This is an optimization exercise on Yosys and OpenROAD, whose aim is small area, not a production implementation. Function was checked by simulation only, so behaviour that the tests miss may differ from the original.

==> flow/design.v, too long to show whole: its modules and the start of the top module <==
// module nco: 1534 lines
module nco (
	input  wire        clk_i,
	input  wire        rst_n,
	input  wire [31:0] acc_i,
	output wire [15:0] cos_o,
	output wire [15:0] sin_o
);
  // ...
==> flow/run.sh <==
#!/bin/bash
# synth_recipe.tcl (not shown) runs the flow's synth.tcl, then flattens the netlist and writes it again
# the make line also repeats each setting of config.mk as NAME=value (left out here)
make -C /OpenROAD-flow-scripts/flow DESIGN_CONFIG=/design/flow/config.mk WORK_HOME=/design/flow/orfs CLKGATE_MAP_FILE= SYNTH_SCRIPT=/design/flow/synth_recipe.tcl finish
==> flow/config.mk <==
export PLATFORM = sky130hd
export DESIGN_NAME = nco
export DESIGN_NICKNAME = nco
export VERILOG_FILES = /design/flow/design.v
export SDC_FILE = /design/flow/constraint.sdc
export NUM_CORES = 4
export LEC_CHECK = 0
export CAP_MARGIN = 20
export CORE_MARGIN = 2
export CORE_UTILIZATION = 40
export CTS_BUF_LIST = sky130_fd_sc_hd__clkbuf_16
export CTS_CLUSTER_DIAMETER = 150
export CTS_CLUSTER_SIZE = 30
export SLEW_MARGIN = 20
==> flow/constraint.sdc <==
create_clock -name core_clock -period 5.0 [get_ports {clk_i}]
set_input_delay 1.0000 -clock core_clock [delete_from_list [all_inputs] [get_ports {clk_i}]]
set_output_delay 1.0000 -clock core_clock [all_outputs]
set_load 0.01 [all_outputs]
==> results.py, run 1 <==
metrics = {
    "worst_setup_path": {
        "worst_ep_arrival_time_ns": 5.18,
        "crit_type": "flop to flop",
        "r2r-start": "r12_y[7]",
        "critPathBufInv": 2,
    },
    "cells_and_area": {
        "seq_area_um2": 8895,
        "drive_gt1_frac": 0.08673,
        "fillers": 6381,
        "flops_and_latches": 435,
        "clkbuf_count": 18,
        "fin_util": 0.4507,
        "largest_reg_flops": 32,
    },
    "worst_hold_path": {
        "hold_start": "r13_d13",
    },
    "sta": {
        "finalSetupViolCount": 0,
        "worst_slack_ns": 0.2539,
        "setup_total_negative_slack_ns": 0,
        "drv_slew": 0,
    },
    "synthesis": {
        "syn_avg_cell_area_um2": 9.205,
        "synth_compound_area_frac": 0.1493,
        "ys_types": 107,
        "synth_ff_type": "dfxtp_1",
        "syn-num-nets": 3231,
        "synthAdderAreaFrac": 0.1595,
        "synth_top_area_frac": 0.2971,
        "synthArstFlopShare": 0.08046,
        "synthMuxAreaShare": 0.01230,
    },
    "global_routing": {
        "grtUsageMet1": 0.2298,
        "grt_overflow": 0,
    },
    "detailed_routing": {
        "met2_length_mm": 33.56,
        "drtAntennaViolNets": 0,
        "drtIter0Drc": 1423,
        "vias_per_cell": 5.197,
    },
    "clock_tree": {
        "clk_path_buf_depth": 3,
        "clkLatencyLatePin_ns": 0.59,
        "cts_tree": "built",
    },
    "outcome": {
        "status": "no timing/DRC/antenna violations",
    },
    "die": {
        "std_cell_rows": 95,
    },
    "place": {
        "place_area_um2": 29510,
    },
}
==> run 2: changes to the inputs <==
--- a/flow/config.mk
+++ b/flow/config.mk
@@ -10,5 +10,5 @@
 export CORE_UTILIZATION = 40
 export CTS_BUF_LIST = sky130_fd_sc_hd__clkbuf_16
-export CTS_CLUSTER_DIAMETER = 150
+export CTS_CLUSTER_DIAMETER = 100
 export CTS_CLUSTER_SIZE = 30
 export SLEW_MARGIN = 20
==> results.py, run 2 <==
metrics = {
    "synthesis": {
        "synthMuxAreaShare": 0.01230,
        "syn_avg_cell_area_um2": 9.205,
        "synth-edff-count": 0,
        "yosys.area_share.simple": 0.1197,
        "ys_types": 107,
        "synth_area_leader_cell": "dfxtp_1",
        "synthArstFlopShare": 0.08046,
        "yosys_warnings": 1,
        "synth-seq-area-share": 0.3296,
        "synthCells": 2928,
        "synthAdderAreaFrac": 0.1595,
        "synth_area_um2": 26950,
        "netlist_top_cells_count": "dfxtp_1, xnor2_1, inv_1, a21oi_1, nor2_1",
        "synth_top_family_by_area": "XOR/XNOR gates",
        "yosysMostFrequentCell": "dfxtp_1",
        "synthXorXnorAreaFrac": 0.1726,
        "synth_top_area_frac": 0.2971,
        "ys_ff_latch": 435,
        "synth_area_leaders": "dfxtp_1, xnor2_1, fa_1",
        "syn-num-nets": 3231,
        "synth_compound_area_frac": 0.1493,
        "synth_ff_type": "dfxtp_1",
    },
    "cells_and_area": {
        "syn2layout_area_growth_pct": 13.70,
        "seq_area_um2": 8891,
        "largest_reg_flops": 32,
        "largest-register": "acc",
        "multi_input_area_um2": 16690,
        "final_cells": 3963,
        "diodes": 0,
        "fin_util": 0.4579,
        "drive_gt1_frac": 0.09159,
        "final_nets": 3374,
        "layout_common_cells": "dfxtp_1, xnor2_1, inv_1",
        "fillers": 6350,
        "final_common_cell": "dfxtp_1",
    },
    "detailed_routing": {
        "vias_per_cell": 5.175,
        "drtAntennaViolNets": 0,
        "drt_wl_total_mm": 65.94,
        "wl_per_cell_um": 16.64,
        "route.detailed.drc": 0,
        "drtIter0Drc": 1349,
        "drt_pass1_iterations": 6,
        "vias": 20508,
    },
    "worst_setup_path": {
        "crit_fanout": 5,
        "crit_path_end_kind": "flop",
        "crit_path_start_kind": "flop",
        "slowest_delay_ns": 0.42,
        "worst_ep_arrival_time_ns": 5.25,
        "cp_data_required_time_ns": 5.49,
        "cp_cell_sequence": "inv_1, fa_1, fa_1, nor2b_1, o2111ai_1, nand3_1, nand4_1, or3_1, o31ai_1, xnor2_1, ha_1, a21o_1, a21o_1, a211oi_1, buf_4, nand4_1, nor3_2, buf_4, nand4_1, xnor2_1",
        "path_common_cell": "nand4_1",
        "critPathBufInv": 3,
        "slowest_stage": "fa_1",
        "crit_type": "flop to flop",
        "path_delay_family": "simple AND/OR/NAND/NOR gates",
    },
    "sta": {
        "clock_skew_ns": 0.04159,
        "worst_slew_pin_slew_ns": 0.9692,
        "min_period_over_period": 0.9528,
        "max_slew_margin": 0.3530,
        "whs_ns": 0.3177,
        "hold_viol": 0,
        "finalSetupViolCount": 0,
        "period_minus_slack_ns": 4.764,
        "drv_slew": 0,
        "max_freq_mhz": 209.9,
    },
    "die": {
        "die-area_um2": 69470,
        "die_w_um": 263.6,
        "core_area_um2": 66920,
        "std_cell_rows": 95,
        "ioPinCount": 66,
        "start_util": 0.4027,
        "die_h_um": 263.6,
    },
    "place": {
        "dp_hpwl_mm": 51.66,
        "place_inst": 3913,
        "place.gp.congestion": 0.8761,
        "port_buffers": 65,
    },
    "clock_tree": {
        "clk_pin_slew_ns": 0.10,
        "clkLatencyLatePin_ns": 0.61,
        "cts_buffers": 26,
        "clock_sinks": 435,
        "clockRootBuffer": "clkbuf_16",
        "clk_path_buf_depth": 3,
        "hold_buffers": 0,
        "h-tree-depth": 1,
        "cts_tree": "built",
    },
    "global_routing": {
        "grt.total_usage": 0.1886,
        "grt_overflow": 0,
        "grt_max_degree": 42,
        "grt_pass1_wl_mm": 107.5,
        "antenna_found_initial": 0,
        "grt_pass1_vias": 20704,
    },
    "outcome": {
        "status": "no timing/DRC/antenna violations",
    },
    "worst_hold_path": {
        "hp-class": "flop to flop",
    },
    "job": {
        "drv_cap": 0,
    },
}
## run 2: cell types whose count changed in the layout (fill, tap and decap cells not counted), moves of 2 or more
cell and delta:
inv_6 +3, clkinv_16 +5, clkbuf_16 +9, clkinv_8 +3, dfxtp_2 -3, inv_12 +2
dfxtp_1 +3
## run 2: worst paths after layout
| check | start | to | slack, ns | depth (start not counted) |
|---|---|---|---|---|
| min in group asynchronous | rst_n | acc[0] | 0.80 | 2 |
| hold reg to reg | r11_sel | r12_sel | 0.32 | 0 |
| max in group asynchronous | rst_n | acc[2] | 3.89 | 2 |
| setup reg to reg | r13_y[9] | r14_y[16] | 0.24 | 20 |
| hold / removal | r11_sel | r12_sel | 0.32 | 0 |
| setup / recovery | r13_y[9] | r14_y[16] | 0.24 | 20 |
## run 2: layer usage
metal | share of wire | vias up | GRT usage
met4 | 0.031 | 0 | 0.05931
met2 | 0.51 | 447 | 0.3460
met5 | 0 | - | 0
li1 | - | 10146 | -
met1 | 0.42 | 9790 | 0.2312
met3 | 0.038 | 125 | 0.01861
## run 2: final cells by class
| type | count | share of cell area |
|---|---|---|
| repair buffers | 219 | 0.06060 |
| well taps | 873 | 0.03565 |
| multi-input cells | 2091 | 0.5445 |
| clock buffers | 27 | 0.02205 |
| clock inverters | 20 | 0.01049 |
| flip-flops and latches | 435 | 0.2902 |
| inverters | 298 | 0.03650 |
## run 2: cells by family after synthesis
| family | count (synthesis) |
|---|---|
| DFF | 435 |
| buffers and inverters | 402 |
| adders and majority gates | 273 |
| xor gates and xnor gates | 518 |
| and+or+nand+nor | 647 |
| AOI/OAI and AO/OA | 621 |
| muxes | 32 |
## run 2: timing repair
item,in CTS,in global routing
setup buffers,0,3
endpoints found under the hold margin,0,0
setup endpoints to repair,0,30
resized for setup,0,25
## run 2: worst register-to-register path: stages (launching register included)
cell and delay (ns):
dfxtp_1 0.38, inv_1 0.07, fa_1 0.40, fa_1 0.42
nor2b_1 0.17, o2111ai_1 0.18, nand3_1 0.19, nand4_1 0.14
or3_1 0.33, o31ai_1 0.17, xnor2_1 0.24, ha_1 0.38
a21o_1 0.16, a21o_1 0.20, a211oi_1 0.28, buf_4 0.19
nand4_1 0.15, nor3_2 0.21, buf_4 0.16, nand4_1 0.11
xnor2_1 0.15
## run 2: stage by stage
stage               cell area, µm²  TNS [ns]  setup WS (ns)
floorplan                    26950         0         0.2458
detailed placement           29510         0        0.08700
global route                 30640   -0.1920       -0.08379
finish                       30640         0         0.2360
CTS                          30500         0        0.05376
global placement             29500         0         0.2145
==> run 3: changes to the inputs <==
==> flow/flow/run.sh (new file) <==
#!/bin/bash
# Standard layout, unchanged; keeps its full output in standard.log
bash standard.sh > standard.log 2>&1
==> flow/standard.sh (new file) <==
#!/bin/bash
# synth_recipe.tcl (not shown) runs the flow's synth.tcl, then flattens the netlist and writes it again
# the make line also repeats each setting of config.mk as NAME=value (left out here)
make -C /OpenROAD-flow-scripts/flow DESIGN_CONFIG=/design/flow/config.mk WORK_HOME=/design/flow/orfs CLKGATE_MAP_FILE= SYNTH_SCRIPT=/design/flow/synth_recipe.tcl "${@:-finish}"
removed: flow/run.sh
==> results.py, run 3 <==
metrics = {
    "outcome": {
        "status": "no timing/DRC/antenna violations",
    },
    "clock_tree": {
        "cts_tree": "built",
        "clk_pin_slew_ns": 0.10,
        "clockRootBuffer": "clkbuf_16",
        "h-tree-depth": 1,
        "cts_buffers": 26,
        "clk_path_buf_depth": 3,
        "clock_sinks": 435,
        "clkLatencyLatePin_ns": 0.61,
    },
    "global_routing": {
        "antenna_found_initial": 0,
        "grt_pass1_vias": 20704,
        "grt_overflow": 0,
        "grt_pass1_wl_mm": 107.5,
        "grt.total_usage": 0.1886,
        "grt_max_degree": 42,
    },
    "cells_and_area": {
        "largest-register": "acc",
        "drive_gt1_frac": 0.09159,
        "diodes": 0,
        "fillers": 6350,
        "layout_common_cells": "dfxtp_1, xnor2_1, inv_1",
        "final_common_cell": "dfxtp_1",
        "multi_input_area_um2": 16690,
        "largest_reg_flops": 32,
        "final_nets": 3374,
        "seq_area_um2": 8891,
        "syn2layout_area_growth_pct": 13.70,
        "fin_util": 0.4579,
    },
    "sta": {
        "max_freq_mhz": 209.9,
        "worst_slew_pin_slew_ns": 0.9692,
        "setup_total_negative_slack_ns": 0,
        "min_period_over_period": 0.9528,
        "period_minus_slack_ns": 4.764,
        "finalSetupViolCount": 0,
        "max_slew_margin": 0.3530,
        "whs_ns": 0.3177,
        "hold_viol": 0,
        "clock_skew_ns": 0.04159,
        "drv_slew": 0,
    },
    "worst_setup_path": {
        "path_common_cell": "nand4_1",
        "cp_data_required_time_ns": 5.49,
        "crit_type": "flop to flop",
        "crit_path_end_kind": "flop",
        "crit_path_start_kind": "flop",
        "critPathLaunch": "r13_y[9]",
        "crit_fanout": 5,
        "reg2reg_to": "r14_y[16]",
        "cp-endpoint": "r14_y[16]",
        "worst_ep_arrival_time_ns": 5.25,
        "cp_cell_sequence": "inv_1, fa_1, fa_1, nor2b_1, o2111ai_1, nand3_1, nand4_1, or3_1, o31ai_1, xnor2_1, ha_1, a21o_1, a21o_1, a211oi_1, buf_4, nand4_1, nor3_2, buf_4, nand4_1, xnor2_1",
        "r2r-start": "r13_y[9]",
        "slowest_delay_ns": 0.42,
        "slowest_stage": "fa_1",
        "ff2ff_setup_slack_ns": 0.24,
        "r2r.worst_path.cells": 20,
    },
    "worst_hold_path": {
        "hp-class": "flop to flop",
    },
    "synthesis": {
        "yosys_warnings": 1,
        "netlist_top_cells_count": "dfxtp_1, xnor2_1, inv_1, a21oi_1, nor2_1",
        "synth_area_leaders": "dfxtp_1, xnor2_1, fa_1",
        "syn-num-nets": 3231,
        "synth_area_leader_cell": "dfxtp_1",
        "ys_types": 107,
        "synth_area_um2": 26950,
        "synth-seq-area-share": 0.3296,
        "synth-edff-count": 0,
        "synth_ff_type": "dfxtp_1",
        "syn_avg_cell_area_um2": 9.205,
        "synth_top_area_frac": 0.2971,
        "synthArstFlopShare": 0.08046,
        "synthCells": 2928,
        "yosysMostFrequentCell": "dfxtp_1",
        "ys_ff_latch": 435,
    },
    "place": {
        "port_buffers": 65,
        "place.gp.congestion": 0.8761,
        "dp_hpwl_mm": 51.66,
    },
    "detailed_routing": {
        "drtAntennaViolNets": 0,
        "vias_per_cell": 5.175,
        "met1_length_mm": 28.00,
        "top_layer": "met4",
        "vias": 20508,
        "drt_wl_total_mm": 65.94,
        "met2_length_mm": 33.39,
        "drt_pass1_iterations": 6,
        "route.detailed.drc": 0,
        "routed-wl-met3_mm": 2.474,
        "wl_per_cell_um": 16.64,
        "drtIter0Drc": 1349,
    },
    "job": {
        "drv_cap": 0,
    },
    "die": {
        "std_cell_rows": 95,
        "die_h_um": 263.6,
        "core_area_um2": 66920,
        "start_util": 0.4027,
        "die-area_um2": 69470,
        "ioPinCount": 66,
        "die_w_um": 263.6,
    },
}
-- run 3: final cells by class --
| cell class | count | area share |
|---|---|---|
| Tap cell | 873 | 0.03565 |
| Sequential cell | 435 | 0.2902 |
| Inverter | 298 | 0.03650 |
| Clock inverter | 20 | 0.01049 |
| Multi-Input combinational cell | 2091 | 0.5445 |
| Clock buffer | 27 | 0.02205 |
| Timing Repair Buffer | 219 | 0.06060 |
-- run 3: worst max-delay path, delay by kind of cell (launching register included) --
kind	cells	cell delay, ns
and+or+nand+nor	7	1.30
adders and majority gates	3	1.20
AOI/OAI and AO/OA	5	0.99
buffers and inverters	3	0.42
xor gates and xnor gates	2	0.39
DFF	1	0.38
-- run 3: through the flow --
step	setup slack, ns	area, µm²	std cells
after global routing	-0.08379	30640	3963
after CTS	0.05376	30500	3960
after global placement	0.2145	29500	3913
final	0.2360	30640	3963
after floorplan	0.2458	26950	2928
after detailed placement	0.08700	29510	3913
-- run 3: what timing repair did --
action / in CTS / in global routing
endpoints found under the setup margin: 0 / 30
gates resized for setup: 0 / 25
buffers inserted: 0 / 3
hold buffers: 0 / 0
-- run 3: worst min-delay path by stage --
stage / start / endpoint / cells after the start
global placement: r10_sel / r11_sel / 0
floorplan: r9_d0 / r10_d0 / 0
finish: r11_sel / r12_sel / 0
global route: r8_z8[1] / r9_z9[1] / 0
CTS: r11_sel / r12_sel / 0
detailed placement: r10_d0 / r11_d0 / 0
-- run 3: kinds of logic after synthesis --
kind of cell / count (synthesis) / synth area share
xor gates and xnor gates: 518 / 0.1726
AOI/OAI and AO/OA: 621 / 0.1493
muxes: 32 / 0.01230
adders and majority gates: 273 / 0.1595
buffers and inverters: 402 / 0.05692
DFF: 435 / 0.3296
and+or+nand+nor: 647 / 0.1197
-- run 3: metal layers --
metal	vias to the layer above	global-route usage
li1	10146	-
met1	9790	0.2312
met2	447	0.3460
met3	125	0.01861
met4	0	0.05931
met5	-	0
==> run 4: changes to the inputs <==
==> flow/flow/run.sh (replaced) <==
#!/bin/bash
# The standard ORFS layout (standard.sh) with these changes passed as make variables:
#  - ports are buffered with sky130_fd_sc_hd__buf_1 (every input and output still gets a buffer)
#  - CTS does not insert dummy load cells
#  - timing-driven global placement does not keep the resizer's buffers (GPL_KEEP_OVERFLOW=0);
#    timing is repaired later by the standard post-CTS and post-route repair steps
# The full output of the run is kept in standard.log; ORFS keeps its per-step logs under orfs/logs.
set -o pipefail
bash standard.sh \
  "BUFFER_PORTS_ARGS=-buffer_cell sky130_fd_sc_hd__buf_1" \
  "CTS_ARGS=-sink_clustering_enable -repair_clock_nets -sink_clustering_size 30 -sink_clustering_max_diameter 100 -buf_list sky130_fd_sc_hd__clkbuf_16 -dont_use_dummy_load" \
  "GPL_KEEP_OVERFLOW=0" \
  finish > standard.log 2>&1
==> results.py, run 4 <==
metrics = {
    "synthesis": {
        "yosysMostFrequentCell": "dfxtp_1",
        "ys_ff_latch": 435,
        "synth-edff-count": 0,
        "ys_types": 107,
        "synth-seq-area-share": 0.3296,
        "synth_area_leaders": "dfxtp_1, xnor2_1, fa_1",
        "synth_top_area_frac": 0.2971,
        "synth_ff_type": "dfxtp_1",
        "syn_avg_cell_area_um2": 9.205,
        "netlist_top_cells_count": "dfxtp_1, xnor2_1, inv_1, a21oi_1, nor2_1",
        "synthCells": 2928,
        "syn-num-nets": 3231,
        "synthArstFlopShare": 0.08046,
        "synth_area_um2": 26950,
        "synth_area_leader_cell": "dfxtp_1",
        "yosys_warnings": 1,
    },
    "cells_and_area": {
        "drive_gt1_frac": 0.07302,
        "largest_reg_flops": 32,
        "final_common_cell": "dfxtp_1",
        "layout_common_cells": "dfxtp_1, xnor2_1, inv_1",
        "largest-register": "acc",
        "multi_input_area_um2": 17030,
        "fillers": 6574,
        "syn2layout_area_growth_pct": 9.369,
        "diodes": 0,
        "final_nets": 3263,
        "seq_area_um2": 8919,
    },
    "worst_setup_path": {
        "crit_path_end_kind": "flop",
        "cp_cell_sequence": "fa_1, fa_1, nor2b_1, o2111ai_1, and3_1, o211ai_1, a21oi_1, xnor2_2, ha_1, a21o_1, a21o_1, a21o_1, a211oi_4, nand4_1, buf_4, nor3_4, nand4_1, xnor2_1",
        "path_delay_family": "compound AO/OA/AOI/OAI gates",
        "r2r.worst_path.cells": 18,
        "slowest_delay_ns": 0.52,
        "crit_fanout": 4,
        "slowest_stage": "fa_1",
        "path_common_cell": "a21o_1",
        "crit_path_start_kind": "flop",
        "cp_data_required_time_ns": 5.42,
        "r2r-start": "r13_d9",
        "worst_ep_arrival_time_ns": 5.21,
        "reg2reg_to": "r14_y[16]",
        "ff2ff_setup_slack_ns": 0.22,
        "crit_type": "flop to flop",
        "critPathBufInv": 1,
    },
    "sta": {
        "drv_slew": 0,
        "worst_slew_pin_slew_ns": 1.008,
        "max_slew_margin": 0.3268,
        "period_minus_slack_ns": 4.785,
        "clock_skew_ns": 0.06686,
        "min_period_over_period": 0.9570,
        "whs_ns": 0.2278,
        "max_freq_mhz": 209.0,
        "finalSetupViolCount": 0,
        "setup_total_negative_slack_ns": 0,
        "hold_viol": 0,
    },
    "place": {
        "port_buffers": 65,
        "dp_hpwl_mm": 44.69,
        "place.gp.congestion": 0.9122,
    },
    "job": {
        "drv_cap": 0,
    },
    "die": {
        "die_w_um": 263.6,
        "die_h_um": 263.6,
        "std_cell_rows": 95,
        "ioPinCount": 66,
        "die-area_um2": 69470,
        "start_util": 0.4027,
        "core_area_um2": 66920,
    },
    "clock_tree": {
        "clk_path_buf_depth": 3,
        "clock_sinks": 435,
        "clk_pin_slew_ns": 0.11,
        "cts_tree": "built",
        "clkLatencyLatePin_ns": 0.58,
        "hold_buffers": 0,
        "h-tree-depth": 1,
        "cts_buffers": 25,
        "clockRootBuffer": "clkbuf_16",
    },
    "global_routing": {
        "grt_max_degree": 72,
        "antenna_found_initial": 0,
        "grt_pass1_vias": 18928,
        "grt_pass1_wl_mm": 95.88,
        "grt.total_usage": 0.1665,
        "grt_overflow": 0,
    },
    "detailed_routing": {
        "vias_per_cell": 5.162,
        "wl_per_cell_um": 15.38,
        "drt_wl_total_mm": 58.93,
        "vias": 19775,
        "drtIter0Drc": 1397,
        "route.detailed.drc": 0,
        "drtAntennaViolNets": 0,
        "drt_pass1_iterations": 6,
    },
    "worst_hold_path": {
        "hp-class": "input pin to async pin",
    },
    "outcome": {
        "status": "no timing/DRC/antenna violations",
    },
}
==> run 4: logic make-up (layout without fill, tap and decap cells) <==
logic type | after synthesis | in the layout | synth area share
AOI/OAI and AO/OA | 621 | 621 | 0.1493
buffers and inverters | 402 | 432 | 0.05692
and+or+nand+nor | 647 | 647 | 0.1197
adders and majority gates | 273 | 273 | 0.1595
xor gates and xnor gates | 518 | 518 | 0.1726
DFF | 435 | 435 | 0.3296
muxes | 32 | 32 | 0.01230
==> run 4: how the worst max path moves through the flow <==
stage | startpoint | end | depth (start not counted)
floorplan | r13_d9 | r14_y[16] | 18
global placement | r11_d0 | r12_x[12] | 16
detailed placement | r13_d9 | r14_y[16] | 18
CTS | r12_d7 | r13_y[14] | 19
global route | r13_x[9] | r14_x[15] | 16
finish | r13_d9 | r14_y[16] | 18
==> run 4: layer usage <==
metal | track usage | part of all wire | vias up
met5 | 0 | 0 | -
met4 | 0.05066 | 0.031 | 0
met3 | 0.02058 | 0.050 | 132
met1 | 0.2067 | 0.42 | 9193
li1 | - | - | 9898
met2 | 0.2999 | 0.50 | 552
==> run 4: layout make-up <==
class / count / share of cell area
Timing Repair Buffer: 107 / 0.02288
Timing Repair inverter: 2 / 0.0003396
Multi-Input combinational cell: 2091 / 0.5776
Clock buffer: 25 / 0.02122
Sequential cell: 435 / 0.3026
Inverter: 298 / 0.03833
Tap cell: 873 / 0.03706
==> run 4: repair_timing <==
item                                   4_1_cts  5_1_grt
setup buffers                                6       28
resized for setup                           22       75
pin swaps                                    4       13
endpoints found under the hold margin        0        0
cloned                                       1        1
setup endpoints to repair                   54       84
==> run 4: per-stage QoR <==
stage	utilization	instance area (µm²)	cells	setup WS [ns]
6_report	0.4405	29480	3831	0.2151
5_1_grt	0.4405	29480	3831	-0.04730
4_1_cts	0.4325	28940	3802	0.01117
3_5_place_dp	0.4203	28130	3770	-0.6537
3_3_place_gp	0.4165	27870	3762	-2.500
2_1_floorplan	-	26950	2928	0.2458
==> run 4: worst register-to-register path: cells and delay by family (launching register included) <==
kind                     cells  cell delay [ns]
AO/OA/AOI/OAI                7             1.55
adder cells (fa/ha/maj)      3             1.29
AND/OR/NAND/NOR              5             0.92
flip-flops                   1             0.40
XOR/XNOR                     2             0.32
buffers and inverters        1             0.17
==> run 5: changes to the inputs <==
==> flow/flow/run.sh (replaced) <==
#!/bin/bash
# The standard ORFS layout (standard.sh) with two changes passed as make variables:
#  - ports are buffered with sky130_fd_sc_hd__buf_1 (every input and output still gets a buffer)
#  - CTS does not insert dummy load cells
# The full output of the run is kept in standard.log; ORFS keeps its per-step logs under orfs/logs.
set -o pipefail
bash standard.sh \
  "BUFFER_PORTS_ARGS=-buffer_cell sky130_fd_sc_hd__buf_1" \
  "CTS_ARGS=-sink_clustering_enable -repair_clock_nets -sink_clustering_size 30 -sink_clustering_max_diameter 100 -buf_list sky130_fd_sc_hd__clkbuf_16 -dont_use_dummy_load" \
  finish > standard.log 2>&1
==> results.py, run 5 <==
metrics = {
    "clock_tree": {
        "clk_path_buf_depth": 3,
        "clockRootBuffer": "clkbuf_16",
        "hold_buffers": 0,
        "clock_sinks": 435,
        "clkLatencyLatePin_ns": 0.59,
        "cts_buffers": 25,
        "clk_pin_slew_ns": 0.11,
        "cts_tree": "built",
        "h-tree-depth": 1,
    },
    "die": {
        "die_h_um": 263.6,
        "ioPinCount": 66,
        "core_area_um2": 66920,
        "std_cell_rows": 95,
        "start_util": 0.4027,
        "die-area_um2": 69470,
        "die_w_um": 263.6,
    },
    "worst_setup_path": {
        "crit_path_start_kind": "flop",
        "crit_type": "flop to flop",
        "cp_data_required_time_ns": 5.51,
        "crit_fanout": 7,
        "crit_path_end_kind": "flop",
        "slowest_delay_ns": 0.43,
        "cp_cell_sequence": "inv_1, fa_1, fa_1, nor2b_1, o21ai_2, a211oi_2, mux2_2, nand2_1, a21oi_1, xnor2_1, ha_1, a211oi_4, o211ai_4, nor4b_4, nand2b_4, a311oi_4, nand2_4, nor4_4, xnor2_1",
        "slowest_stage": "fa_1",
        "cp.depth": 19,
        "r2r.worst_path.cells": 19,
        "critPathBufInv": 1,
        "ff2ff_setup_slack_ns": 0.34,
        "path_delay_family": "compound AO/OA/AOI/OAI gates",
        "worst_ep_arrival_time_ns": 5.17,
    },
    "detailed_routing": {
        "drtIter0Drc": 1435,
        "drt_wl_total_mm": 60.20,
        "drtAntennaViolNets": 0,
        "route.detailed.drc": 0,
        "vias_per_cell": 5.082,
        "wl_per_cell_um": 15.46,
        "drt_pass1_iterations": 5,
        "vias": 19785,
    },
    "cells_and_area": {
        "final_nets": 3325,
        "final_common_cell": "dfxtp_1",
        "drive_gt1_frac": 0.07351,
        "diodes": 0,
        "largest-register": "acc",
        "layout_common_cells": "dfxtp_1, xnor2_1, inv_1",
        "largest_reg_flops": 32,
        "final_cells": 3893,
        "syn2layout_area_growth_pct": 9.397,
        "fin_util": 0.4406,
    },
    "synthesis": {
        "synth_area_um2": 26950,
        "synth-edff-count": 0,
        "netlist_top_cells_count": "dfxtp_1, xnor2_1, inv_1, a21oi_1, nor2_1",
        "synth-seq-area-share": 0.3296,
        "ys_types": 107,
        "synthArstFlopShare": 0.08046,
        "yosysMostFrequentCell": "dfxtp_1",
        "syn_avg_cell_area_um2": 9.205,
        "ys_ff_latch": 435,
        "synthCells": 2928,
        "synth_ff_type": "dfxtp_1",
        "synth_area_leader_cell": "dfxtp_1",
        "synth_top_area_frac": 0.2971,
        "syn-num-nets": 3231,
        "yosys_warnings": 1,
        "synth_area_leaders": "dfxtp_1, xnor2_1, fa_1",
    },
    "global_routing": {
        "grt_max_degree": 36,
        "grtUsageMet1": 0.2143,
        "grt_pass1_vias": 19135,
        "antenna_found_initial": 0,
        "top_usage_layer": "met2",
        "grt_pass1_wl_mm": 98.05,
        "grt.total_usage": 0.1713,
        "grt_use_met3": 0.02264,
        "grt_overflow": 0,
        "met2_usage": 0.3021,
    },
    "sta": {
        "max_freq_mhz": 214.7,
        "rsz0062_at_grt": "no",
        "min_period_over_period": 0.9314,
        "setup_total_negative_slack_ns": 0,
        "max_slew_margin": 0.3134,
        "hold_viol": 0,
        "period_minus_slack_ns": 4.657,
        "drv_slew": 0,
        "finalSetupViolCount": 0,
        "worst_slew_pin_slew_ns": 1.028,
        "clock_skew_ns": 0.05978,
    },
    "place": {
        "dp_hpwl_mm": 47.23,
        "port_buffers": 65,
        "place.gp.congestion": 0.9342,
        "place_inst": 3863,
    },
    "outcome": {
        "status": "no timing/DRC/antenna violations",
    },
    "worst_hold_path": {
        "hp-class": "flop to flop",
        "hold_depth": 0,
    },
    "job": {
        "drv_cap": 0,
    },
}
## run 5: cell type report
class / count / area, µm²
Inverter: 298 / 1119
Tap cell: 873 / 1092
Sequential cell: 435 / 8891
Clock buffer: 25 / 625.6
Multi-Input combinational cell: 2091 / 16700
Timing Repair Buffer: 171 / 1054
Fill cell: 6536 / 37440
## run 5: routing by layer
layer | share of wire | routed length, µm
met1 | 0.43 | 25920
met3 | 0.045 | 2719
met5 | 0 | 0
met2 | 0.49 | 29400
met4 | 0.036 | 2161
## run 5: timing repair
| item | in CTS | in global routing |
|---|---|---|
| setup buffers | 0 | 5 |
| resized for setup | 0 | 31 |
| setup endpoints to repair | 0 | 27 |
## run 5: path summary, 6_finish.rpt
| path | start | end |
|---|---|---|
| setup / recovery | r15_y[13] | r16_y[16] |
| hold / removal | r10_d7 | r11_d7 |
| setup reg to reg | r15_y[13] | r16_y[16] |
| hold reg to reg | r10_d7 | r11_d7 |
| max in group asynchronous | rst_n | acc[4] |
| min in group asynchronous | rst_n | acc[6] |
## run 5: kinds of logic (layout without fill, tap and decap cells)
| logic type | after synthesis | count (layout) | synth area share |
|---|---|---|---|
| AOI/OAI and AO/OA | 621 | 621 | 0.1493 |
| xor gates and xnor gates | 518 | 518 | 0.1726 |
| adders and majority gates | 273 | 273 | 0.1595 |
| buffers and inverters | 402 | 494 | 0.05692 |
| DFF | 435 | 435 | 0.3296 |
| muxes | 32 | 32 | 0.01230 |
| and+or+nand+nor | 647 | 647 | 0.1197 |
## run 5: per-stage QoR
step                      hold WS (ns)  setup slack [ns]  instance area (µm²)
after floorplan                 0.3096            0.2458                26950
after global placement          0.3097            0.1497                28680
after detailed placement        0.3120            0.1060                28680
after CTS                       0.2761           0.09775                29300
after global routing            0.2721          0.009475                29480
final                           0.2753            0.3428                29480
==> run 6: changes to the inputs <==
--- a/flow/flow/run.sh
+++ b/flow/flow/run.sh
@@ -3,4 +3,5 @@
 #  - ports are buffered with sky130_fd_sc_hd__buf_1 (every input and output still gets a buffer)
 #  - CTS does not insert dummy load cells
+#  - global placement is not timing-driven (timing is repaired by the later standard steps)
 # The full output of the run is kept in standard.log; ORFS keeps its per-step logs under orfs/logs.
 set -o pipefail
@@ -8,3 +9,4 @@
   "BUFFER_PORTS_ARGS=-buffer_cell sky130_fd_sc_hd__buf_1" \
   "CTS_ARGS=-sink_clustering_enable -repair_clock_nets -sink_clustering_size 30 -sink_clustering_max_diameter 100 -buf_list sky130_fd_sc_hd__clkbuf_16 -dont_use_dummy_load" \
+  "GPL_TIMING_DRIVEN=0" \
   finish > standard.log 2>&1
==> results.py, run 6 <==
metrics = {
    "synthesis": {
        "yosys_warnings": 1,
        "netlist_top_cells_count": "dfxtp_1, xnor2_1, inv_1, a21oi_1, nor2_1",
        "synth_top_area_frac": 0.2971,
        "synth_ff_type": "dfxtp_1",
        "ys_types": 107,
        "synth_area_um2": 26950,
        "ys_ff_latch": 435,
        "synthCells": 2928,
        "synth-seq-area-share": 0.3296,
        "synth-edff-count": 0,
        "yosysMostFrequentCell": "dfxtp_1",
        "synthArstFlopShare": 0.08046,
        "syn-num-nets": 3231,
        "syn_avg_cell_area_um2": 9.205,
        "synth_area_leader_cell": "dfxtp_1",
        "synth_area_leaders": "dfxtp_1, xnor2_1, fa_1",
    },
    "detailed_routing": {
        "drtAntennaViolNets": 0,
        "route.detailed.drc": 0,
        "vias": 20274,
        "wl_per_cell_um": 16.53,
        "drtIter0Drc": 1302,
        "vias_per_cell": 5.177,
        "drt_pass1_iterations": 5,
        "drt_wl_total_mm": 64.72,
    },
    "cells_and_area": {
        "final_nets": 3347,
        "drive_gt1_frac": 0.07824,
        "largest-register": "acc",
        "syn2layout_area_growth_pct": 9.921,
        "fillers": 6584,
        "largest_reg_flops": 32,
        "final_common_cell": "dfxtp_1",
        "layout_common_cells": "dfxtp_1, xnor2_1, inv_1",
        "final_cells": 3916,
        "fin_util": 0.4427,
        "design_area_um2": 29620,
    },
    "clock_tree": {
        "clkLatencyLatePin_ns": 0.60,
        "clk_path_buf_depth": 3,
        "clock_sinks": 435,
        "clockRootBuffer": "clkbuf_16",
        "cts_tree": "built",
        "h-tree-depth": 1,
        "cts_buffers": 23,
        "clk_pin_slew_ns": 0.11,
        "hold_buffers": 0,
    },
    "sta": {
        "min_period_over_period": 0.9593,
        "max_slew_margin": 0.3058,
        "max_freq_mhz": 208.5,
        "drv_slew": 0,
        "finalSetupViolCount": 0,
        "worst_slew_pin_slew_ns": 1.038,
        "rsz0062_at_grt": "yes",
        "hold_viol": 0,
        "clock_skew_ns": 0.09829,
        "period_minus_slack_ns": 4.796,
    },
    "place": {
        "place_area_um2": 28310,
        "place.gp.congestion": 0.9762,
        "port_buffers": 65,
        "place_inst": 3867,
        "dp_hpwl_mm": 50.40,
    },
    "die": {
        "std_cell_rows": 95,
        "die_w_um": 263.6,
        "core_area_um2": 66920,
        "ioPinCount": 66,
        "die_h_um": 263.6,
        "start_util": 0.4027,
        "die-area_um2": 69470,
    },
    "worst_setup_path": {
        "crit_path_end_kind": "flop",
        "crit_type": "flop to flop",
        "crit_fanout": 19,
        "worst_ep_arrival_time_ns": 5.25,
        "ff2ff_setup_slack_ns": 0.20,
        "crit_path_start_kind": "flop",
        "cp_data_required_time_ns": 5.45,
    },
    "outcome": {
        "status": "no timing/DRC/antenna violations",
    },
    "global_routing": {
        "grt_pass1_vias": 19724,
        "antenna_found_initial": 1,
        "grt_max_degree": 32,
        "grt.total_usage": 0.1836,
        "grt_overflow": 0,
        "grt_pass1_wl_mm": 103.4,
    },
    "worst_hold_path": {
        "hp-class": "input pin to async pin",
    },
    "job": {
        "drv_cap": 0,
    },
}
==> run 6: worst max-delay path, stage by stage (launching register included) <==
cell	delay [ns]
dfxtp_1	0.36
clkbuf_2	0.21
clkbuf_4	0.28
nor2_1	0.66
a32oi_1	0.20
nor2_1	0.12
a311o_1	0.27
xnor2_1	0.20
fa_1	0.50
a21o_1	0.19
a21oi_2	0.16
o21bai_1	0.10
a21oi_1	0.24
o21bai_1	0.10
a21oi_1	0.23
o21ai_1	0.16
or3_1	0.32
a31oi_1	0.20
xnor2_1	0.15
==> run 6: layout make-up <==
class / count / area (µm²) / share of cell area
Antenna cell: 1 / 2.502 / 0.00008447
Buffer: 99 / 480.5 / 0.01622
Clock buffer: 23 / 575.6 / 0.01943
Inverter: 298 / 1126 / 0.03801
Multi-Input combinational cell: 2091 / 16960 / 0.5725
Sequential cell: 435 / 8896 / 0.3003
Tap cell: 873 / 1092 / 0.03687
Timing Repair Buffer: 96 / 490.5 / 0.01656
==> run 6: path summary, 6_finish.rpt <==
| kind | startpoint | to | depth (start not counted) |
|---|---|---|---|
| worst min register to register | r10_d4 | r11_d4 | 0 |
| worst max-delay path | r11_d2 | r12_x[12] | 18 |
| max in group asynchronous | rst_n | acc[30] | 2 |
| worst min-delay path | rst_n | acc[0] | 1 |
| worst max register to register | r11_d2 | r12_x[12] | 18 |
| min in group core_clock | r10_d4 | r11_d4 | 0 |
==> run 6: what timing repair did <==
action                                  in CTS  in global routing
pin swaps                                    8                 13
endpoints found under the setup margin      76                 81
setup buffers                                6                 24
gates resized for setup                     56                111
==> run 6: logic make-up after synthesis <==
| kind of cell | synth area share |
|---|---|
| multiplexers | 0.01230 |
| AO/OA/AOI/OAI | 0.1493 |
| AND/OR/NAND/NOR | 0.1197 |
| buffers and inverters | 0.05692 |
| flip-flops | 0.3296 |
| XOR/XNOR | 0.1726 |
| adder cells (fa/ha/maj) | 0.1595 |
==> run 6: layer usage <==
| layer | wire [µm] | vias to the layer above | global-route usage | part of all wire |
|---|---|---|---|---|
| met5 | 16 | - | 0 | 0.00025 |
| met4 | 2518 | 2 | 0.07166 | 0.039 |
| met3 | 2959 | 142 | 0.02320 | 0.046 |
| met2 | 31510 | 488 | 0.3238 | 0.49 |
| met1 | 27710 | 9587 | 0.2271 | 0.43 |
| li1 | - | 10055 | - | - |
==> run 6: stage by stage <==
stage | setup WS (ns) | hold slack [ns] | TNS [ns]
after floorplan | 0.2458 | 0.3096 | 0
after global placement | -0.8617 | 0.3095 | -24.08
after detailed placement | -0.7382 | 0.3121 | -21.60
after CTS | 0.001718 | 0.1591 | 0
after global routing | -0.01510 | 0.1671 | -0.03708
final | 0.2037 | 0.1987 | 0
==> run 7: changes to the inputs <==
==> flow/flow/run.sh (replaced) <==
#!/bin/bash
# The standard ORFS layout (standard.sh) with two changes passed as make variables:
#  - ports are buffered with sky130_fd_sc_hd__buf_1 (every input and output still gets a buffer)
#  - CTS does not insert dummy load cells
# The full output of the run is kept in standard.log; ORFS keeps its per-step logs under orfs/logs.
set -o pipefail
bash standard.sh \
  "BUFFER_PORTS_ARGS=-buffer_cell sky130_fd_sc_hd__buf_1" \
  "CTS_ARGS=-sink_clustering_enable -repair_clock_nets -sink_clustering_size 30 -sink_clustering_max_diameter 150 -buf_list sky130_fd_sc_hd__clkbuf_16 -dont_use_dummy_load" \
  finish > standard.log 2>&1
==> results.py, run 7 <==
metrics = {
    "detailed_routing": {
        "vias_per_cell": 5.073,
        "drtIter0Drc": 1351,
        "drt_wl_total_mm": 59.92,
        "vias": 19707,
        "drtAntennaViolNets": 0,
        "drt_pass1_iterations": 7,
        "wl_per_cell_um": 15.42,
        "route.detailed.drc": 0,
    },
    "global_routing": {
        "grtUsageMet1": 0.2154,
        "grt_use_met3": 0.01908,
        "met2_usage": 0.3011,
        "grt.total_usage": 0.1711,
        "grt_overflow": 0,
        "top_usage_layer": "met2",
        "grt_max_degree": 36,
        "grt_pass1_wl_mm": 97.83,
        "grt_pass1_vias": 19081,
        "antenna_found_initial": 0,
    },
    "sta": {
        "hold_viol": 0,
        "drv_slew": 0,
        "max_freq_mhz": 212.4,
        "finalSetupViolCount": 0,
        "max_slew_margin": 0.3240,
        "period_minus_slack_ns": 4.709,
        "min_period_over_period": 0.9417,
        "worst_slew_pin_slew_ns": 1.013,
        "clock_skew_ns": 0.06657,
        "worst_slack_ns": 0.2915,
    },
    "place": {
        "place.gp.congestion": 0.9342,
        "port_buffers": 65,
        "pre_cts_ws_ns": 0.1060,
        "dp_hpwl_mm": 47.23,
    },
    "synthesis": {
        "yosysMostFrequentCell": "dfxtp_1",
        "synth_top_area_frac": 0.2971,
        "synth_ff_type": "dfxtp_1",
        "yosys_warnings": 1,
        "synth-seq-area-share": 0.3296,
        "syn_avg_cell_area_um2": 9.205,
        "syn-num-nets": 3231,
        "synth_area_leaders": "dfxtp_1, xnor2_1, fa_1",
        "netlist_top_cells_count": "dfxtp_1, xnor2_1, inv_1, a21oi_1, nor2_1",
        "synthArstFlopShare": 0.08046,
        "synth_area_leader_cell": "dfxtp_1",
        "ys_ff_latch": 435,
        "synth_area_um2": 26950,
        "synthCells": 2928,
        "ys_types": 107,
        "synth-edff-count": 0,
    },
    "worst_setup_path": {
        "crit_type": "flop to flop",
        "cp_data_required_time_ns": 5.51,
        "crit_path_end_kind": "flop",
        "slowest_stage": "fa_1",
        "path_delay_family": "compound AO/OA/AOI/OAI gates",
        "cp_cell_sequence": "fa_1, fa_1, nor2b_1, o21ai_1, a211oi_2, mux2_2, nand2_1, a21oi_1, xnor2_1, ha_1, a211oi_4, o211ai_4, nor4b_4, nand2b_4, a311oi_4, nand2_4, nor4_4, xnor2_1",
        "crit_path_start_kind": "flop",
        "critPathBufInv": 0,
        "crit_fanout": 7,
        "slowest_delay_ns": 0.49,
        "worst_ep_arrival_time_ns": 5.22,
    },
    "cells_and_area": {
        "final_common_cell": "dfxtp_1",
        "final_nets": 3317,
        "fin_util": 0.4377,
        "layout_common_cells": "dfxtp_1, xnor2_1, inv_1",
        "largest_reg_flops": 32,
        "largest-register": "acc",
        "fillers": 6561,
        "syn2layout_area_growth_pct": 8.672,
        "diodes": 0,
        "drive_gt1_frac": 0.07072,
    },
    "job": {
        "drv_cap": 0,
    },
    "clock_tree": {
        "h-tree-depth": 1,
        "hold_buffers": 0,
        "clk_path_buf_depth": 3,
        "clockRootBuffer": "clkbuf_16",
        "clkLatencyLatePin_ns": 0.58,
        "cts_tree": "built",
        "clock_sinks": 435,
        "clk_pin_slew_ns": 0.12,
        "cts_buffers": 18,
    },
    "die": {
        "die_w_um": 263.6,
        "ioPinCount": 66,
        "die-area_um2": 69470,
        "std_cell_rows": 95,
        "start_util": 0.4027,
        "die_h_um": 263.6,
        "core_area_um2": 66920,
    },
    "outcome": {
        "status": "no timing/DRC/antenna violations",
    },
    "worst_hold_path": {
        "hp-class": "flop to flop",
    },
}
[run 7: cell types whose count changed in the layout (fill, tap and decap cells not counted), moves of 5 or more]
| cell | delta |
|---|---|
| buf_4 | +73 |
| clkbuf_1 | -39 |
| clkbuf_2 | -27 |
| xnor2_1 | +17 |
| buf_2 | -15 |
| xnor2_2 | -15 |
| clkbuf_4 | -12 |
| a21oi_1 | +7 |
| a21oi_2 | -5 |
| clkbuf_16 | -5 |
| nor2_1 | +5 |
[run 7: per-stage QoR]
step	cell area, µm²	hold WS, ns	setup TNS [ns]	cells
after global routing	29290	0.3132	-0.02750	3885
after CTS	29130	0.3143	0	3881
after detailed placement	28680	0.3120	0	3863
final	29290	0.3102	0	3885
after global placement	28680	0.3097	0	3863
after floorplan	26950	0.3096	0	2928
[run 7: area by class of cell]
cell class | instances | area, µm² | area share
tap | 873 | 1092 | 0.03730
inverter | 298 | 1119 | 0.03819
clock buffer | 18 | 450.4 | 0.01538
multi-input combinational | 2091 | 16690 | 0.5698
sequential | 435 | 8894 | 0.3037
timing repair buffer | 170 | 1046 | 0.03571
[run 7: final timing paths]
check | cells past startpoint | slack [ns] | endpoint | from
worst min register to register | 0 | 0.31 | r13_d11 | r12_d11
worst max-delay path | 18 | 0.29 | r16_y[16] | r15_d13
worst min-delay path | 0 | 0.31 | r13_d11 | r12_d11
max in group asynchronous | 1 | 3.92 | acc[3] | rst_n
worst max register to register | 18 | 0.29 | r16_y[16] | r15_d13
min in group asynchronous | 1 | 0.51 | acc[6] | rst_n
[run 7: timing repair]
item                                    CTS  global route
endpoints found under the hold margin     0             0
endpoints found under the setup margin    0            27
gates resized for setup                   0            30
setup buffers                             0             4
[run 7: logic make-up after synthesis]
group | synth area share
XOR/XNOR | 0.1726
adder cells (fa/ha/maj) | 0.1595
buffers and inverters | 0.05692
flip-flops | 0.3296
AO/OA/AOI/OAI | 0.1493
AND/OR/NAND/NOR | 0.1197
multiplexers | 0.01230
[run 7: worst reg2reg max path: cells and delay by family, from the launching register on]
| family | cells | cell delay [ns] |
|---|---|---|
| muxes | 1 | 0.20 |
| xor gates and xnor gates | 2 | 0.30 |
| DFF | 1 | 0.39 |
| and+or+nand+nor | 6 | 1.11 |
| AOI/OAI and AO/OA | 6 | 1.44 |
| adders and majority gates | 3 | 1.21 |
[run 7: per-layer routing]
| layer | up-vias | wire [µm] | part of all wire |
|---|---|---|---|
| li1 | 9998 | - | - |
| met1 | 9203 | 26190 | 0.44 |
| met2 | 408 | 29180 | 0.49 |
| met3 | 98 | 2420 | 0.040 |
| met4 | 0 | 2124 | 0.035 |
| met5 | - | 0 | 0 |
==> run 8: changes to the inputs <==
--- a/flow/flow/run.sh
+++ b/flow/flow/run.sh
@@ -7,4 +7,4 @@
 bash standard.sh \
   "BUFFER_PORTS_ARGS=-buffer_cell sky130_fd_sc_hd__buf_1" \
-  "CTS_ARGS=-sink_clustering_enable -repair_clock_nets -sink_clustering_size 30 -sink_clustering_max_diameter 150 -buf_list sky130_fd_sc_hd__clkbuf_16 -dont_use_dummy_load" \
+  "CTS_ARGS=-sink_clustering_enable -repair_clock_nets -sink_clustering_size 18 -sink_clustering_max_diameter 80 -buf_list sky130_fd_sc_hd__clkbuf_8 -dont_use_dummy_load" \
   finish > standard.log 2>&1
==> results.py, run 8 <==
metrics = {
    "clock_tree": {
        "clock_sinks": 435,
        "clkLatencyLatePin_ns": 0.63,
        "hold_buffers": 0,
        "cts_tree": "built",
        "clk_pin_slew_ns": 0.11,
        "clockRootBuffer": "clkbuf_8",
        "clk_path_buf_depth": 3,
        "h-tree-depth": 2,
        "cts_buffers": 34,
    },
    "die": {
        "die_w_um": 263.6,
        "die_h_um": 263.6,
        "std_cell_rows": 95,
        "ioPinCount": 66,
        "core_area_um2": 66920,
        "die-area_um2": 69470,
        "start_util": 0.4027,
    },
    "cells_and_area": {
        "final_cells": 3903,
        "largest-register": "acc",
        "drive_gt1_frac": 0.07593,
        "final_common_cell": "dfxtp_1",
        "syn2layout_area_growth_pct": 8.802,
        "layout_common_cells": "dfxtp_1, xnor2_1, inv_1",
        "largest_reg_flops": 32,
        "fillers": 6562,
        "final_nets": 3334,
    },
    "global_routing": {
        "grt_pass1_vias": 19257,
        "grt_max_degree": 36,
        "antenna_found_initial": 1,
        "grt.total_usage": 0.1727,
        "grt_overflow": 0,
        "grt_pass1_wl_mm": 98.19,
    },
    "synthesis": {
        "synthArstFlopShare": 0.08046,
        "ys_ff_latch": 435,
        "synth_area_leaders": "dfxtp_1, xnor2_1, fa_1",
        "synth-seq-area-share": 0.3296,
        "synth_area_um2": 26950,
        "synth_top_area_frac": 0.2971,
        "ys_types": 107,
        "yosys_warnings": 1,
        "syn-num-nets": 3231,
        "synthCells": 2928,
        "yosysMostFrequentCell": "dfxtp_1",
        "synth_area_leader_cell": "dfxtp_1",
        "syn_avg_cell_area_um2": 9.205,
        "synth-edff-count": 0,
        "synth_ff_type": "dfxtp_1",
        "netlist_top_cells_count": "dfxtp_1, xnor2_1, inv_1, a21oi_1, nor2_1",
    },
    "place": {
        "pre_cts_ws_ns": 0.1060,
        "place.gp.congestion": 0.9342,
        "dp_hpwl_mm": 47.23,
        "port_buffers": 65,
        "place_inst": 3863,
    },
    "sta": {
        "rsz0062_at_grt": "no",
        "drv_slew": 0,
        "max_freq_mhz": 213.0,
        "period_minus_slack_ns": 4.694,
        "finalSetupViolCount": 0,
        "worst_slack_ns": 0.3056,
        "worst_slew_pin_slew_ns": 1.012,
        "setup_total_negative_slack_ns": 0,
        "max_slew_margin": 0.3243,
        "hold_viol": 0,
        "min_period_over_period": 0.9389,
        "clock_skew_ns": 0.07657,
    },
    "worst_setup_path": {
        "reg2reg_to": "r16_y[16]",
        "crit_fanout": 7,
        "r2r-start": "r15_d13",
        "cp_data_required_time_ns": 5.56,
        "ff2ff_setup_slack_ns": 0.31,
        "crit_type": "flop to flop",
        "critPathLaunch": "r15_d13",
        "crit_path_end_kind": "flop",
        "worst_ep_arrival_time_ns": 5.26,
        "crit_path_start_kind": "flop",
        "r2r.worst_path.cells": 18,
        "cp-endpoint": "r16_y[16]",
    },
    "detailed_routing": {
        "top_layer": "met4",
        "drtIter0Drc": 1523,
        "routed-wl-met3_mm": 2.718,
        "vias_per_cell": 5.081,
        "drt_pass1_iterations": 5,
        "drtAntennaViolNets": 0,
        "wl_per_cell_um": 15.38,
        "drt_wl_total_mm": 60.03,
        "route.detailed.drc": 0,
        "met1_length_mm": 25.80,
        "vias": 19833,
        "met2_length_mm": 29.11,
    },
    "job": {
        "drv_cap": 0,
    },
    "outcome": {
        "status": "no timing/DRC/antenna violations",
    },
    "worst_hold_path": {
        "hp-class": "flop to flop",
        "hold_start": "r10_d5",
    },
}
-- run 8: cell counts after synthesis --
Identical to the previous run, type by type.
-- run 8: worst min-delay path by stage --
stage	to	slack, ns	cells after the start
floorplan	r10_d0	0.31	0
global placement	r15_d15	0.31	0
detailed placement	r11_d0	0.31	0
CTS	r11_d5	0.32	0
global route	r11_d7	0.32	0
finish	r11_d5	0.31	0
-- run 8: logic make-up after synthesis --
family / share of synthesized area
AO/OA/AOI/OAI: 0.1493
XOR/XNOR: 0.1726
adder cells (fa/ha/maj): 0.1595
buffers and inverters: 0.05692
flip-flops: 0.3296
multiplexers: 0.01230
AND/OR/NAND/NOR: 0.1197
-- run 8: area by class of cell --
type / count / area (µm²) / area share
diodes: 1 / 2.502 / 0.00008534
clock buffers: 34 / 467.9 / 0.01596
inverters: 298 / 1119 / 0.03815
multi-input cells: 2091 / 16700 / 0.5694
flip-flops and latches: 435 / 8891 / 0.3032
well taps: 873 / 1092 / 0.03725
repair buffers: 171 / 1054 / 0.03593
-- run 8: per-stage QoR --
step           utilization  hold slack [ns]  area [µm²]
6_report            0.4382           0.3148       29320
2_1_floorplan            -           0.3096       26950
3_3_place_gp        0.4286           0.3097       28680
5_1_grt             0.4382           0.3224       29320
3_5_place_dp        0.4286           0.3120       28680
4_1_cts             0.4355           0.3182       29150
-- run 8: worst max-delay path: stages, from the launching register on --
cell	delay (ns)
dfxtp_1	0.39
fa_1	0.49
fa_1	0.43
nor2b_1	0.17
o21ai_1	0.19
a211oi_2	0.30
mux2_2	0.20
nand2_1	0.09
a21oi_1	0.19
xnor2_1	0.16
ha_1	0.29
a211oi_4	0.31
o211ai_4	0.14
nor4b_4	0.32
nand2b_4	0.12
a311oi_4	0.29
nand2_4	0.12
nor4_4	0.29
xnor2_1	0.14
-- run 8: repair_timing --
item,CTS,global route
gates resized for setup,0,30
buffers inserted,0,5
endpoints found under the hold margin,0,0
setup endpoints to repair,0,27
-- run 8: metal layers --
layer  vias up  track usage
met2       481       0.2995
met3       121      0.02432
met1      9201       0.2134
met4         0      0.07506
met5         -            0
li1      10030            -
==> run 9: changes to the inputs <==
==> flow/flow/run.sh (replaced) <==
#!/bin/bash
# The standard ORFS layout (standard.sh) with these changes passed as make variables:
#  - ports are buffered with sky130_fd_sc_hd__buf_1 (every input and output still gets a buffer)
#  - CTS does not insert dummy load cells
#  - global placement is not routability-driven
# The full output of the run is kept in standard.log; ORFS keeps its per-step logs under orfs/logs.
set -o pipefail
bash standard.sh \
  "BUFFER_PORTS_ARGS=-buffer_cell sky130_fd_sc_hd__buf_1" \
  "CTS_ARGS=-sink_clustering_enable -repair_clock_nets -sink_clustering_size 18 -sink_clustering_max_diameter 80 -buf_list sky130_fd_sc_hd__clkbuf_8 -dont_use_dummy_load" \
  "GPL_ROUTABILITY_DRIVEN=0" \
  finish > standard.log 2>&1
==> results.py, run 9 <==
metrics = {
    "detailed_routing": {
        "drtIter0Drc": 1343,
        "drtAntennaViolNets": 0,
        "wl_per_cell_um": 15.28,
        "drt_wl_total_mm": 59.62,
        "route.detailed.drc": 0,
        "vias_per_cell": 5.139,
        "drt_pass1_iterations": 8,
        "vias": 20048,
    },
    "global_routing": {
        "grt_pass1_vias": 19404,
        "grt.total_usage": 0.1708,
        "grt_overflow": 0,
        "grt_max_degree": 96,
        "antenna_found_initial": 1,
        "grt_pass1_wl_mm": 97.88,
    },
    "synthesis": {
        "synthArstFlopShare": 0.08046,
        "ys_types": 107,
        "synth-seq-area-share": 0.3296,
        "synth_area_leader_cell": "dfxtp_1",
        "synth_top_area_frac": 0.2971,
        "synth_area_um2": 26950,
        "synth-edff-count": 0,
        "synthCells": 2928,
        "netlist_top_cells_count": "dfxtp_1, xnor2_1, inv_1, a21oi_1, nor2_1",
        "ys_ff_latch": 435,
        "yosys_warnings": 1,
        "yosysMostFrequentCell": "dfxtp_1",
        "synth_area_leaders": "dfxtp_1, xnor2_1, fa_1",
        "syn_avg_cell_area_um2": 9.205,
        "syn-num-nets": 3231,
        "synth_ff_type": "dfxtp_1",
    },
    "clock_tree": {
        "hold_buffers": 0,
        "clock_sinks": 435,
        "clkLatencyLatePin_ns": 0.67,
        "cts_tree": "built",
        "clk_path_buf_depth": 3,
        "clk_pin_slew_ns": 0.10,
        "clockRootBuffer": "clkbuf_8",
        "cts_buffers": 37,
        "h-tree-depth": 2,
    },
    "sta": {
        "rsz0062_at_grt": "yes",
        "worst_slew_pin_slew_ns": 1.013,
        "max_slew_margin": 0.3240,
        "finalSetupViolCount": 0,
        "hold_viol": 0,
        "clock_skew_ns": 0.1171,
        "period_minus_slack_ns": 4.783,
        "setup_total_negative_slack_ns": 0,
        "drv_slew": 0,
        "max_freq_mhz": 209.1,
        "min_period_over_period": 0.9565,
    },
    "worst_setup_path": {
        "path_common_cell": "a21o_1",
        "path_delay_family": "compound AO/OA/AOI/OAI gates",
        "slowest_stage": "fa_1",
        "r2r.worst_path.cells": 21,
        "slowest_delay_ns": 0.43,
        "cp_data_required_time_ns": 5.47,
        "reg2reg_to": "r14_y[16]",
        "ff2ff_setup_slack_ns": 0.22,
        "crit_path_end_kind": "flop",
        "worst_ep_arrival_time_ns": 5.26,
        "crit_path_start_kind": "flop",
        "r2r-start": "r13_y[9]",
        "crit_type": "flop to flop",
        "cp_cell_sequence": "inv_1, fa_1, fa_1, nor2b_1, o2111ai_1, and3_1, o21ai_2, a21oi_1, xnor2_1, ha_1, a21o_1, a21o_1, a21o_1, a21o_1, a211oi_2, buf_4, nand4_1, nor3_2, buf_4, nand4_1, xnor2_1",
        "crit_fanout": 4,
        "critPathBufInv": 3,
    },
    "place": {
        "port_buffers": 65,
        "dp_hpwl_mm": 46.41,
        "place_inst": 3856,
        "place_area_um2": 28650,
    },
    "die": {
        "core_area_um2": 66920,
        "die_w_um": 263.6,
        "std_cell_rows": 95,
        "start_util": 0.4027,
        "ioPinCount": 66,
        "die-area_um2": 69470,
        "die_h_um": 263.6,
    },
    "job": {
        "drv_cap": 0,
    },
    "cells_and_area": {
        "final_common_cell": "dfxtp_1",
        "largest_reg_flops": 32,
        "syn2layout_area_growth_pct": 8.802,
        "largest-register": "acc",
        "drive_gt1_frac": 0.07367,
        "layout_common_cells": "dfxtp_1, xnor2_1, inv_1",
        "final_nets": 3332,
        "design_area_um2": 29320,
        "final_cells": 3901,
    },
    "worst_hold_path": {
        "hold_start": "r9_d8",
        "hold_depth": 0,
        "hp-class": "flop to flop",
        "holdPathEnd": "r10_d8",
    },
    "outcome": {
        "status": "no timing/DRC/antenna violations",
    },
}
## run 9: how the worst max path moves through the flow
| stage | endpoint | cells past startpoint | start |
|---|---|---|---|
| finish | r14_y[16] | 21 | r13_y[9] |
| global route | r14_y[16] | 20 | r13_y[9] |
| CTS | r13_y[16] | 19 | r12_d7 |
| detailed placement | r15_x[16] | 19 | r14_x[11] |
| global placement | r15_x[16] | 19 | r14_x[11] |
| floorplan | r14_y[16] | 18 | r13_d9 |
## run 9: layout make-up
cell class	instances	area (µm²)
fillers	6559	37600
multi-input cells	2091	16670
flip-flops and latches	435	8892
inverters	298	1119
well taps	873	1092
repair buffers	166	1041
clock buffers	37	509.2
diodes	1	2.502
## run 9: cell families (layout without fill, tap and decap cells)
group / count (synthesis) / in the layout / share of synthesized area
AND/OR/NAND/NOR: 647 / 647 / 0.1197
AO/OA/AOI/OAI: 621 / 621 / 0.1493
XOR/XNOR: 518 / 518 / 0.1726
flip-flops: 435 / 435 / 0.3296
buffers and inverters: 402 / 501 / 0.05692
adder cells (fa/ha/maj): 273 / 273 / 0.1595
multiplexers: 32 / 32 / 0.01230
other: 0 / 1 / 0
## run 9: timing repair
| action | in CTS | in global routing |
|---|---|---|
| endpoints found under the setup margin | 0 | 28 |
| resized for setup | 0 | 25 |
| buffers inserted | 0 | 7 |
## run 9: metal layers
layer  track usage  part of all wire  vias to the layer above
met5             0                 0                        -
met4       0.06625             0.037                        0
met3       0.02525             0.049                      126
met2        0.2972              0.49                      520
met1        0.2123              0.42                     9382
li1              -                 -                    10020
## run 9: worst register-to-register path, cell delays in order, from the launching register on
cell,delay [ns]
dfxtp_1,0.38
inv_1,0.07
fa_1,0.41
fa_1,0.43
nor2b_1,0.17
o2111ai_1,0.17
and3_1,0.25
o21ai_2,0.17
a21oi_1,0.12
xnor2_1,0.20
ha_1,0.26
a21o_1,0.17
a21o_1,0.19
a21o_1,0.18
a21o_1,0.20
a211oi_2,0.27
buf_4,0.17
nand4_1,0.19
nor3_2,0.24
buf_4,0.16
nand4_1,0.11
xnor2_1,0.15
## run 9: per-stage QoR
step	worst slack (ns)	util	hold WS, ns
2_1_floorplan	0.2458	-	0.3096
3_3_place_gp	0.1355	0.4281	0.3094
3_5_place_dp	0.1012	0.4281	0.3121
4_1_cts	0.07243	0.4357	0.3104
5_1_grt	-0.07645	0.4382	0.3113
6_report	0.2174	0.4382	0.3079

[afterwards: timing with drivers on the ports]
The results above use ideal ports. As a check the final layouts listed here were re-extracted and re-timed, cells and wires unchanged.
Step 1, drivers: a clkbuf_16 drives clk_i and a buf_2 each remaining input, both assumed.
Step 2 times the ports against the registers' clock, not the clock port: input delays grow and output delays shrink by t, the midpoint of the rising clock arrivals with the driver on.
Slacks: no drivers / after step 1 / after step 2; pairs: no drivers / after step 1.
run	t, ns	slack for setup (ns)	hold WS [ns]	worst data-port slew with drivers (ns)	cell pins on the clock port's net
run 1	0.629	0.254 / 0.254 / 0.254	0.317 / 0.317 / 0.317	0.04	1
run 2	0.648	0.236 / 0.236 / 0.236	0.318 / 0.318 / 0.318	0.04	1
run 3	0.648	0.236 / 0.236 / 0.236	0.318 / 0.318 / 0.318	0.04	1
run 4	0.611	0.215 / 0.215 / 0.215	0.228 / 0.187 / 0.261	0.04	1
run 5	0.619	0.343 / 0.343 / 0.343	0.275 / 0.275 / 0.275	0.03	1
run 6	0.614	0.204 / 0.204 / 0.204	0.199 / 0.155 / 0.241	0.03	1
run 7	0.606	0.291 / 0.291 / 0.291	0.310 / 0.310 / 0.310	0.03	1
run 8	0.637	0.306 / 0.306 / 0.306	0.315 / 0.315 / 0.315	0.03	1
run 9	0.660	0.217 / 0.217 / 0.217	0.308 / 0.308 / 0.308	0.03	1
After both steps every run listed still meets setup and hold.
